What follows belongs to an exercise in optimizing a design on an open flow for small area and a short achievable clock period; a production flow would make more cautious choices.
Function was checked by simulation only, so behaviour that the tests miss may differ from the original.
Power and IR drop assume default switching activity.

**flow/design.v**
```verilog
`timescale 1ns / 1ps
module Processor(
    input wire clk,
    input wire reset,
    input wire [15:0] instruction,
    input wire [31:0] data_in,
    output reg [31:0] pc,
    output wire [9:0] addr,
    output wire [31:0] data_out
    );
function [31:0] rev32(input [31:0] x);
    integer n;
    begin
        for (n = 0; n < 32; n = n + 1) rev32[n] = x[31-n];
    end
endfunction
reg [15:0] i1;
reg [4:0]  op2;
reg [2:0]  a2;
reg [1:0]  c2;
reg [7:0]  v2;
reg        sub2, st2;
reg [31:0] opA, opB;
reg [31:0] res3;
reg [2:0]  d3;
reg        we3, l3;
reg [31:0] R [0:7];
wire isN   = (op2 == 5'd1);
wire isL   = (op2 == 5'd16);
wire isADD = (op2 == 5'd3);
wire isAND = (op2 == 5'd7);
wire isOR  = (op2 == 5'd8);
wire isXOR = (op2 == 5'd9);
wire isNAND= (op2 == 5'd10);
wire isNOR = (op2 == 5'd11);
wire isXNOR= (op2 == 5'd12);
wire isSHR = (op2 == 5'd13);
wire isSRA = (op2 == 5'd14);
wire isSHL = (op2 == 5'd15);
wire isLDC = (op2 == 5'd17);
wire isJA  = (op2 == 5'd19);
wire isJ0  = (op2 == 5'd20);
wire isJC1 = (op2 == 5'd21);
wire isJC2 = (op2 == 5'd22);
wire we    = (op2 >= 5'd3) && (op2 <= 5'd17);
wire [31:0] bb = opB;    
wire [31:0] ap = opA ^ bb;
wire [31:0] ag = opA & bb;
reg [31:0] G [0:5];
reg [31:0] P [0:5];
integer l, i, j;
always @(*) begin
    G[0] = ag;
    P[0] = ap;
    G[0][0] = ag[0] | (ap[0] & sub2);
    for (l = 0; l < 5; l = l + 1) begin
        G[l+1] = G[l];
        P[l+1] = P[l];
        for (i = 0; i < 32; i = i + 1) begin
            if (i[l]) begin
                j = ((i >> l) << l) - 1;
                G[l+1][i] = G[l][i] | (P[l][i] & G[l][j]);
                P[l+1][i] = P[l][i] & P[l][j];
            end
        end
    end
end
wire [31:0] sum = ap ^ {G[5][30:0], sub2};
wire lu_g   = isAND | isOR | isNAND | isNOR;
wire lu_p   = isOR | isXOR | isNOR | isXNOR;
wire lu_inv = isNAND | isNOR | isXNOR;
wire [31:0] lu = (({32{lu_g}} & ag) | ({32{lu_p}} & ap)) ^ {32{lu_inv}};
wire fill = isSRA & opA[31];
wire [31:0] shin = isSHL ? rev32(opA) : opA;
wire [31:0] s0 = v2[0] ? {fill, shin[31:1]} : shin;
wire [31:0] s1 = v2[1] ? {{2{fill}}, s0[31:2]} : s0;
wire [31:0] s2 = v2[2] ? {{4{fill}}, s1[31:4]} : s1;
wire [31:0] s3 = v2[3] ? {{8{fill}}, s2[31:8]} : s2;
wire [31:0] s4 = v2[4] ? {{16{fill}}, s3[31:16]} : s3;
wire [31:0] sh = v2[5] ? {32{fill}} : s4;
wire nr = ~reset;
wire [31:0] ex_res =
      ({32{(isADD | sub2)}} & sum)
    | lu
    | ({32{(isSHR | isSRA)}} & sh)
    | ({32{isSHL}}  & rev32(sh))
    | ({32{isLDC}}  & {opA[31:8], v2});
reg cond_ok;
always @(*) begin
    case (c2)
        2'd0: cond_ok = opA[31];
        2'd1: cond_ok = ~opA[31];
        2'd2: cond_ok = (opA == 32'd0);
        default: cond_ok = (opA != 32'd0);
    endcase
end
wire update_pc = isJA | isJ0 | ((isJC1 | isJC2) & cond_ok);
wire [31:0] pc_new = ({32{isJA}} & opA) | ({32{isJC1}} & opB)
                   | ({32{isJC2}} & {26'd0, v2[5:0]});
assign addr     = {10{st2}} & opA[9:0];
assign data_out = {32{st2}} & opB;
wire [31:0] wb_val = l3 ? data_in : res3;
wire [1:0] cls = i1[15:14];
wire [4:0] f   = i1[13:9];
wire c_alu = (cls == 2'b01);
wire c_ls  = (cls == 2'b10);
wire c_j   = (cls == 2'b11);
wire shft  = (f == 5'd13) | (f == 5'd14) | (f == 5'd15);
wire [2:0] lk = i1[13:11];
wire [1:0] jk = i1[13:12];
wire T_alu2 = c_alu & ~shft;
reg [4:0] rop;
always @(*) begin
    rop = 5'd0;
    case (cls)
        2'b01:
            case (f)
                5'd3, 5'd4: rop = 5'd3;
                5'd5, 5'd6: rop = 5'd5;
                5'd1, 5'd7, 5'd8, 5'd9, 5'd10, 5'd11, 5'd12, 5'd13, 5'd14,
                5'd15, 5'd16, 5'd17, 5'd18, 5'd19, 5'd21, 5'd22: rop = f;
                5'd20: rop = 5'd19;
                default: rop = 5'd0;
            endcase
        2'b10:
            case (lk)
                3'd0: rop = 5'd16;
                3'd1: rop = 5'd17;
                3'd2: rop = 5'd18;
                default: rop = 5'd0;
            endcase
        2'b11:
            case (jk)
                2'd0: rop = 5'd19;
                2'd1: rop = 5'd20;
                2'd2: rop = i1[11] ? 5'd0 : 5'd21;
                default: rop = i1[11] ? 5'd0 : 5'd22;
            endcase
        default: rop = (f == 5'd1) ? 5'd1 : 5'd0;
    endcase
end
wire [2:0] raddr = c_alu ? i1[8:6] : c_ls ? i1[10:8] : 3'd0;
wire [1:0] rcond = c_j ? i1[10:9] : 2'd0;
wire [7:0] rval  = {c_ls ? i1[7:6] : 2'b00, T_alu2 ? 6'd0 : i1[5:0]};
function [2:0] srcA(input [15:0] w);
    begin
        if (w[15:14] == 2'b01)
            srcA = ((w[13:9] == 5'd13) | (w[13:9] == 5'd14) | (w[13:9] == 5'd15))
                   ? w[8:6] : w[5:3];
        else if (w[15:14] == 2'b10)
            srcA = w[10:8];
        else if (w[13:12] == 2'd0)
            srcA = w[2:0];
        else
            srcA = w[8:6];
    end
endfunction
function [4:0] hazard(input [15:0] w, input [2:0] a, input n2, input l2,
                      input [2:0] d, input n3, input l3);
    reg alu, sh, t_sh, t_alu2, t_1, t_2, ls, jp;
    reg ae86, ae53, ae108, ae20, aw86, aw53, aw108, aw20;
    reg mAe, mAw, mBe, mBw;
    begin
        alu = (w[15:14] == 2'b01);
        ls  = (w[15:14] == 2'b10);
        jp  = (w[15:14] == 2'b11);
        sh  = (w[13:9] == 5'd13) | (w[13:9] == 5'd14) | (w[13:9] == 5'd15);
        t_sh   = alu & sh;
        t_alu2 = alu & ~sh;
        t_1 = (ls & (w[13:11] == 3'd1)) | (jp & (w[13:12] == 2'd0))
            | (jp & (w[13:12] == 2'd3));
        t_2 = (ls & (w[13:11] == 3'd2)) | (jp & (w[13:12] == 2'd2));
        ae86 = (w[8:6] == a);  aw86 = (w[8:6] == d);
        ae53 = (w[5:3] == a);  aw53 = (w[5:3] == d);
        ae108 = (w[10:8] == a); aw108 = (w[10:8] == d);
        ae20 = (w[2:0] == a);  aw20 = (w[2:0] == d);
        if (alu) begin
            mAe = sh ? ae86 : ae53;
            mAw = sh ? aw86 : aw53;
        end else if (ls) begin
            mAe = ae108;
            mAw = aw108;
        end else if (w[13:12] == 2'd0) begin
            mAe = ae20;
            mAw = aw20;
        end else begin
            mAe = ae86;
            mAw = aw86;
        end
        mBe = ae20;
        mBw = aw20;
        hazard[4] = l2 & (((t_sh | t_1) & mAe) | (t_alu2 & (mAe | mBe))
                        | (t_2 & (mAe | (~mAw & mBe))));
        hazard[3] = ((t_sh | t_alu2) & mAe & ~n2) | ((t_1 | t_2) & mAe);
        hazard[2] = (t_alu2 & ~mAe & mBe & ~n2) | (t_2 & ~mAe & ~mAw & mBe);
        hazard[1] = (t_sh & ~mAe & mAw & (l3 | ~n2))
                  | (t_alu2 & ~mAe & ~mBe & mAw & (l3 | ~n3))
                  | ((t_1 | t_2) & ~mAe & mAw);
        hazard[0] = (t_alu2 & ~mAe & ~mBe & ~mAw & mBw & (l3 | ~n2))
                  | (t_2 & ~mAe & ~mAw & ~mBe & mBw);
    end
endfunction
reg [7:0] selA, selB;   
reg freeze, fAe, fBe, fAw, fBw;
wire [2:0] d3n = we ? a2 : 3'd0;
wire [15:0] hz_w  = freeze ? i1 : instruction;
wire [2:0]  hz_a  = freeze ? 3'd0 : raddr;
wire        hz_n2 = freeze | (rop == 5'd1);
wire        hz_l2 = ~freeze & (rop == 5'd16);
wire [2:0]  hz_d  = freeze ? a2 : d3n;
wire        hz_n3 = ~freeze & isN;
wire        hz_l3 = freeze | isL;
wire [4:0]  hz_one = hazard(hz_w, hz_a, hz_n2, hz_l2, hz_d, hz_n3, hz_l3);
reg [31:0] rfA, rfB;
integer q;
always @(*) begin
    rfA = 32'd0; rfB = 32'd0;
    for (q = 0; q < 8; q = q + 1) begin
        rfA = rfA | ({32{selA[q]}} & R[q]);
        rfB = rfB | ({32{selB[q]}} & R[q]);
    end
end
wire [31:0] a_src = fAe ? ex_res : (fAw ? wb_val : rfA);
wire [31:0] b_src = fBe ? ex_res : (fBw ? wb_val : rfB);
wire kill = reset | update_pc;
always @(posedge clk) begin
    if (reset)
        pc <= 32'd0;
    else if (update_pc)
        pc <= pc_new;
    else if (!freeze)
        pc <= pc + 32'd1;
    if (kill)
        i1[15:9] <= 7'b0000001;
    else if (!freeze)
        i1[15:9] <= instruction[15:9];
    if (!freeze) begin
        i1[8:0] <= instruction[8:0];
        selA <= 8'd1 << srcA(instruction);
        selB <= 8'd1 << instruction[2:0];
    end
    if (kill)
        {freeze, fAe, fBe, fAw, fBw} <= 5'd0;
    else
        {freeze, fAe, fBe, fAw, fBw} <= hz_one;
    if (kill | freeze) begin
        op2  <= 5'd1;
        a2   <= 3'd0;
        sub2 <= 1'b0;
        st2  <= 1'b0;
    end else begin
        op2  <= rop;
        a2   <= raddr;
        sub2 <= (rop == 5'd5);
        st2  <= (rop == 5'd18);
    end
    c2  <= rcond;
    v2  <= rval;
    opA <= a_src;
    opB <= b_src ^ {32{rop == 5'd5}};
    res3 <= ex_res;
    d3   <= a2;
    we3  <= we & ~reset;
    l3   <= isL;
end
integer k;
always @(posedge clk) begin
    if (reset) begin
        for (k = 0; k < 8; k = k + 1) R[k] <= 32'd0;
    end else if (we3) begin
        R[d3] <= wb_val;
    end
end
endmodule
```
**flow/run.sh**
```bash
#!/bin/bash
# synth_recipe.tcl (not shown) runs the flow's synth.tcl, then flattens the netlist and writes it again
# the make line also repeats each setting of config.mk as NAME=value (left out here)
make -C /OpenROAD-flow-scripts/flow DESIGN_CONFIG=/design/flow/config.mk WORK_HOME=/design/flow/orfs CLKGATE_MAP_FILE= SYNTH_SCRIPT=/design/flow/synth_recipe.tcl finish
```
**flow/constraint.sdc**
```tcl
create_clock -name core_clock -period 6.5 [get_ports {clk}]
set_input_delay 1.3000 -clock core_clock [delete_from_list [all_inputs] [get_ports {clk}]]
set_output_delay 1.3000 -clock core_clock [all_outputs]
set_load 0.01 [all_outputs]
```
**flow/config.mk**
```make
export PLATFORM = sky130hd
export DESIGN_NAME = Processor
export DESIGN_NICKNAME = Processor
export VERILOG_FILES = /design/flow/design.v
export SDC_FILE = /design/flow/constraint.sdc
export NUM_CORES = 4
export LEC_CHECK = 0
export CAP_MARGIN = 20
export CORE_MARGIN = 2
export CORE_UTILIZATION = 50
export CTS_BUF_LIST = sky130_fd_sc_hd__clkbuf_16
export CTS_CLUSTER_DIAMETER = 80
export CTS_CLUSTER_SIZE = 24
export PLACE_DENSITY = 0.7
export SETUP_SLACK_MARGIN = 3.1
export SLEW_MARGIN = 20
```
==> results of run 1 <==
## cell families after synthesis
family,Yosys count,share of synthesized area (%)
XOR/XNOR,121,3.97
flip-flops,446,44.0
multiplexers,123,6.17
AND/OR/NAND/NOR,1012,17.9
AO/OA/AOI/OAI,831,21.8
buffers and inverters,272,4.09
adder cells (fa/ha/maj),40,2.04
## worst min path at each step
stage	endpoint	depth (start not counted)
finish	d3[1]$_DFF_P_	0
global route	d3[1]$_DFF_P_	0
CTS	d3[1]$_DFF_P_	0
detailed placement	d3[1]$_DFF_P_	0
global placement	d3[1]$_DFF_P_	0
floorplan	d3[2]$_DFF_P_	0
## repair_timing
item	in CTS	in global routing
setup buffers	12	15
cloned	2	0
hold buffers	0	0
pin swaps	11	21
endpoints found under the hold margin	0	0
setup endpoints to repair	196	216
gates resized for setup	71	73
## report_power, final
part           total, mW  internal [mW]  switching [mW]
Combinational       2.19          0.756            1.43
Clock               1.94          0.894            1.05
Sequential          3.53           3.19           0.340
## cell usage in the layout (no fill, tap or decap), types with 81 or more instances in the layout
cell	count
buf_4	92
a21oi_1	128
nand4_1	81
edfxtp_1	281
clkdlybuf4s50_1	120
nor2_1	453
dfxtp_1	134
xnor2_1	82
a22oi_1	330
nand2_1	162
## metal layers
layer / vias up / routed length (um) / global-route usage (%)
li1: 10811 / - / -
met1: 12121 / 41400 / 52.1
met2: 1910 / 49000 / 58.8
met3: 458 / 13200 / 7.54
met4: 0 / 7760 / 22.0
met5: - / 0 / 0
## area by class of cell
class	count	area, sq um
Clock buffer	26	651
Clock inverter	22	275
Antenna cell	3	7.51
Inverter	60	229
Tap cell	688	861
Multi-Input combinational cell	2129	14400
Fill cell	4551	22400
Sequential cell	446	11800
Timing Repair Buffer	221	2010
## flip-flops by register name, summed over array words and instances, names as in the netlist
signal / cells
d3: 3
we3: 1
opB: 32
op2: 5
i1: 16
opA: 32
fAe: 1
R: 256
fBe: 1
selA: 8
selB: 8
freeze: 1
st2: 1
fBw: 1
a2: 3
pc: 32
sub2: 1
c2: 2
res3: 32
fAw: 1
v2: 8
l3: 1
## metrics by stage
stage	power, mW	area (sq um)	hold slack, ps
after floorplan	4.63	26700	329
after global placement	5.51	28500	430
after detailed placement	5.52	28500	428
after CTS	7.46	29800	400
after global routing	7.84	30200	421
final	7.66	30200	399
## worst max-delay path, delay by kind of cell (launching register included)
kind | cells | cell delay (ps)
buffers and inverters | 1 | 80
adders and majority gates | 3 | 1050
AOI/OAI and AO/OA | 5 | 860
xor gates and xnor gates | 1 | 150
and+or+nand+nor | 4 | 800
DFF | 1 | 360
==> impl_metrics.yaml, run 1 <==
yosys:
  syn_avg_cell_area_sq_um: 9.38
  yosysSeqAreaShare_pct: 44.0
  ys_warn_count: 3
  synth_top_cell_area_share_pct: 31.6
  synth_seq_cells: 446
  synth.area.top_cells: "edfxtp_1, dfxtp_1, a22oi_1"
  synth-edff-count: 281
  synth_flop_cell: "edfxtp_1"
  synth-async-reset-ratio_pct: 0
  synth_nets: 2934
  syn_inst: 2845
  synth_commonest_cells: "nor2_1, a22oi_1, edfxtp_1"
  syn-cell-area_sq_mm: 0.0267
  synth_most_common_cell: "nor2_1"
  synth_top_area_cell: "edfxtp_1"
  synth_cell_type_count: 89
timing:
  fin_crit_sh_pct: 52.8
  tns_ps: 0
  worst_slack_ps: 3070
  rsz0062_at_grt: "yes"
  fmaxAchievable_mhz: 291
  fin_crit_ps: 3430
  setup_viol: 0
  drv_slew: 0
  hold_viol_final: 0
  worstMarginPinSlew_ps: 1120
  skew_ps: 59.3
  slew-limit-headroom_pct: 23.1
critical_path:
  rr_worst_depth: 14
  cp_max_fo: 3
  reg2reg_to: "opB[16]$_DFF_P_"
  critPathKind: "register to register"
  crit_start: "sub2$_SDFF_PP0_"
  crit_chain: "fa_2 > inv_2 > fa_2 > nand2b_4 > a21oi_2 > o211ai_1 > nand2_1 > a41o_1 > fa_1 > a22oi_2 > nand2_2 > nor4_4 > o21ai_2 > xnor2_1"
  max_stage_delay_ps: 450
  crit_required_ps: 6960
  cp.arrival_ps: 3890
  cp-start-kind: "register"
  crit_path_frequent_cell: "fa_2"
  crit_end: "opB[16]$_DFF_P_"
  slowest_stage: "fa_1"
  cp-end-kind: "register"
  ff2ff_setup_slack_ps: 3070
  r2r_start: "sub2$_SDFF_PP0_"
final_layout:
  final_core_util_pct: 57.4
  syn2layout_area_growth_pct: 13.2
  drive_gt1_share_pct: 11.1
  final_nets: 2973
  instances_no_fill: 3595
min_path:
  hp-class: "register to register"
  min-delay-start: "a2[1]$_SDFF_PP0_"
floorplanning:
  core_area_sq_mm: 0.0527
  rows: 84
  start_util_pct: 50.7
  die_w_um: 235
  die_y_um: 235
  io_pins: 124
  dieArea_sq_mm: 0.0552
cts:
  cts_root_buf: "clkbuf_16"
  cts_sinks: 446
  tritoncts: "done"
  clk_pin_slew_ps: 100
  cts_buffers: 26
  htree_levels: 1
  clk_latency_ps: 630
  clockBufferDepth: 3
grt:
  grt_pass1_wl_um: 161000
  antenna_found_initial: 2
  grt_util_all_layers_pct: 38.8
  grt_pass1_vias: 23842
  grt_overflow: 0
  grt_max_degree: 68
place:
  place_ws_ps: 2100
  io_buffers: 123
  dp_cells: 3514
  dp_hpwl_um: 74800
  gp_congestion: 1.06
routing:
  postRouteAntennaNets: 0
  drt-total-wl_um: 111000
  drt_iter0_markers: 3760
  drc: 0
  vias: 25300
  first_pass_iters: 9
  routedWlPerCell_um: 31.0
  via_per_inst: 7.04
outcome:
  status: "no timing/DRC/antenna violations"
pwr:
  powerDensity_mw_per_mm2: 254
  p_leak_nw: 10.3
  ir_drop_mv: 0.299
flow_run:
  drv_cap: 0
==> run 2, diff against run 1 <==
--- a/flow/config.mk
+++ b/flow/config.mk
@@ -8,9 +8,9 @@
 export CAP_MARGIN = 20
 export CORE_MARGIN = 2
-export CORE_UTILIZATION = 50
+export CORE_UTILIZATION = 60
 export CTS_BUF_LIST = sky130_fd_sc_hd__clkbuf_16
 export CTS_CLUSTER_DIAMETER = 80
 export CTS_CLUSTER_SIZE = 24
-export PLACE_DENSITY = 0.7
+export PLACE_DENSITY = 0.8
 export SETUP_SLACK_MARGIN = 3.1
 export SLEW_MARGIN = 20
==> run 2 against run 1 <==
- via count rose by 1.6%
- clock power fell by 9%
- maximum frequency fell by 0.21%
- critical path depth fell by 2
- non-clock buffer count fell by 8
- total power fell by 3.1%
- still clean
==> impl_metrics.yaml, run 2 <==
routing:
  vias: 25707
  first_pass_iters: 8
  drt_iter0_markers: 4527
  drc: 0
  postRouteAntennaNets: 0
  drt-total-wl_um: 107000
  routedWlPerCell_um: 30.6
  via_per_inst: 7.37
critical_path:
  cp.arrival_ps: 3890
  crit_required_ps: 6950
  cp_max_fo: 9
  cp-end-kind: "register"
  rr_worst_depth: 12
  cp-start-kind: "register"
  critPathKind: "register to register"
final_layout:
  largest_reg_flops: 256
  regArea_sq_mm: 0.0118
  mostFrequentLayoutCells: "nor2_1, a22oi_1, edfxtp_1"
  largest_register: "R"
  multi_input_area_sq_mm: 0.0143
  mostFrequentLayoutCell: "nor2_1"
  final_nets: 2964
  antenna_cells: 0
  drive_gt1_share_pct: 10.9
  syn2layout_area_growth_pct: 11.8
  n_fill_cell: 3417
yosys:
  synth-async-reset-ratio_pct: 0
  synth_commonest_cells: "nor2_1, a22oi_1, edfxtp_1"
  synth_nets: 2934
  yosysSeqAreaShare_pct: 44.0
  syn_avg_cell_area_sq_um: 9.38
  syn_inst: 2845
  ys_warn_count: 3
  synth_cell_type_count: 89
  synth_flop_cell: "edfxtp_1"
  synth_most_common_cell: "nor2_1"
  synth.area.top_cells: "edfxtp_1, dfxtp_1, a22oi_1"
  synth_seq_cells: 446
  synth-edff-count: 281
  syn-cell-area_sq_mm: 0.0267
  synth_top_area_cell: "edfxtp_1"
  synth_top_cell_area_share_pct: 31.6
min_path:
  hold_depth: 0
  hp-class: "register to register"
floorplanning:
  die_y_um: 215
  rows: 77
  io_pins: 124
  core_area_sq_mm: 0.0440
  dieArea_sq_mm: 0.0462
  start_util_pct: 60.6
  die_w_um: 215
grt:
  grt_max_degree: 68
  antenna_found_initial: 2
  grt_util_all_layers_pct: 44.8
  grt_overflow: 0
  grt_pass1_wl_um: 156000
  grt_pass1_vias: 24061
pwr:
  powerDensity_mw_per_mm2: 249
  ir_drop_mv: 0.278
  p_leak_nw: 10.2
  finalPower_mw: 7.42
timing:
  slew-limit-headroom_pct: 20.7
  fmaxAchievable_mhz: 291
  setup_viol: 0
  fin_crit_sh_pct: 52.9
  tns_ps: 0
  drv_slew: 0
  rsz0062_at_grt: "yes"
  hold_viol_final: 0
  fin_crit_ps: 3440
  worstMarginPinSlew_ps: 1160
  skew_ps: 30.2
cts:
  tritoncts: "done"
  clk_latency_ps: 600
  clockBufferDepth: 3
  htree_levels: 1
  cts_buffers: 25
  cts_sinks: 446
  cts_root_buf: "clkbuf_16"
  clk_pin_slew_ps: 100
outcome:
  status: "no timing/DRC/antenna violations"
flow_run:
  drv_cap: 0
place:
  io_buffers: 123
  gp_congestion: 1.05
  dp_hpwl_um: 71400
-- run 2: cell counts after synthesis --
Identical to the previous run, type by type.
-- run 2: cells by family after synthesis --
kind of cell	Yosys count	share of synthesized area [%]
AOI/OAI and AO/OA	831	21.8
adders and majority gates	40	2.04
xor gates and xnor gates	121	3.97
and+or+nand+nor	1012	17.9
buffers and inverters	272	4.09
muxes	123	6.17
DFF	446	44.0
-- run 2: worst paths after layout --
| kind | startpoint | endpoint | slack [ps] |
|---|---|---|---|
| worst max register to register | opA[2]$_DFF_P_ | opB[17]$_DFF_P_ | 3060 |
| worst min register to register | a2[1]$_SDFF_PP0_ | d3[1]$_DFF_P_ | 450 |
| worst min-delay path | a2[1]$_SDFF_PP0_ | d3[1]$_DFF_P_ | 450 |
| worst max-delay path | opA[2]$_DFF_P_ | opB[17]$_DFF_P_ | 3060 |
-- run 2: repair_timing --
action / CTS / global route
hold buffers: 0 / 0
hold endpoints to repair: 0 / 0
cloned: 1 / 1
gates resized for setup: 70 / 79
buffers inserted: 18 / 15
endpoints found under the setup margin: 331 / 289
pin swaps: 12 / 18
-- run 2: cell type report --
cell class | instances | area share [%]
clock buffer | 25 | 2.10
clock inverter | 21 | 0.583
inverter | 60 | 0.789
multi-input combinational | 2129 | 48.0
sequential | 446 | 39.6
tap | 592 | 2.48
timing repair buffer | 213 | 6.41
-- run 2: worst max-delay path: stages, from the launching register on --
cell and delay, ps:
dfxtp_1 750, ha_1 380, nand2b_4 110, a21oi_4 80, o211ai_1 280, nand2_1 130, a41o_1 210, fa_2 350
xor2_1 180, a221oi_1 280, nand3_1 260, a21oi_2 210, xnor2_1 70
-- run 2: power breakdown --
| part | total (mW) | internal (mW) | switching (mW) | leakage, nW |
|---|---|---|---|---|
| logic | 2.05 | 0.734 | 1.31 | 5.45 |
| clock network | 1.77 | 0.773 | 0.994 | 0.419 |
| registers | 3.61 | 3.20 | 0.407 | 4.30 |
-- run 2: through the flow --
| stage | std cells | worst slack, ps | instance area [sq um] | util [%] | hold WS, ps |
|---|---|---|---|---|---|
| 4_1_cts | 3470 | 2940 | 29400 | 66.8 | 436 |
| 6_report | 3486 | 3060 | 29800 | 67.7 | 448 |
| 3_3_place_gp | 3405 | 2250 | 28300 | 64.2 | 412 |
| 5_1_grt | 3486 | 3040 | 29800 | 67.7 | 450 |
| 3_5_place_dp | 3405 | 2250 | 28300 | 64.2 | 420 |
| 2_1_floorplan | 2845 | 3280 | 26700 | - | 329 |
-- run 2: routing by layer --
| metal | track usage [%] | vias to the layer above | wire length [um] |
|---|---|---|---|
| li1 | - | 10768 | - |
| met1 | 57.9 | 12126 | 36600 |
| met2 | 68.9 | 2275 | 46100 |
| met3 | 10.9 | 534 | 15700 |
| met4 | 26.2 | 4 | 8300 |
| met5 | 0 | - | 26 |

-- re-timing with driven ports --
The flow's constraints put no driver on any port. The routed layouts listed below were extracted and timed again, unchanged, in two steps. Step 1 assumes that a clkbuf_16 drives the clock port and a buf_2 every other input. Step 2 times the ports against the registers' clock, not the clock port: input delays grow and output delays shrink by t, the midpoint of the rising clock arrivals with the driver on. Three values: ideal, step 1, step 2; two values: the first two.
| run | shift t [ns] | setup WS [ns] | hold slack, ns | clock arrival spread, ns |
|---|---|---|---|---|
| run 1 | 0.657 | 3.068 / 3.068 / 2.526 | 0.399 / 0.399 / 0.399 | 0.062 / 0.062 |
| run 2 | 0.647 | 3.061 / 3.039 / 2.551 | 0.448 / 0.448 / 0.448 | 0.030 / 0.031 |
After both steps setup and hold are still met in every run listed. For run 1, which loses most, drivers alone change the setup slack by 0.000 ns; drivers and shift together by -0.542 ns.
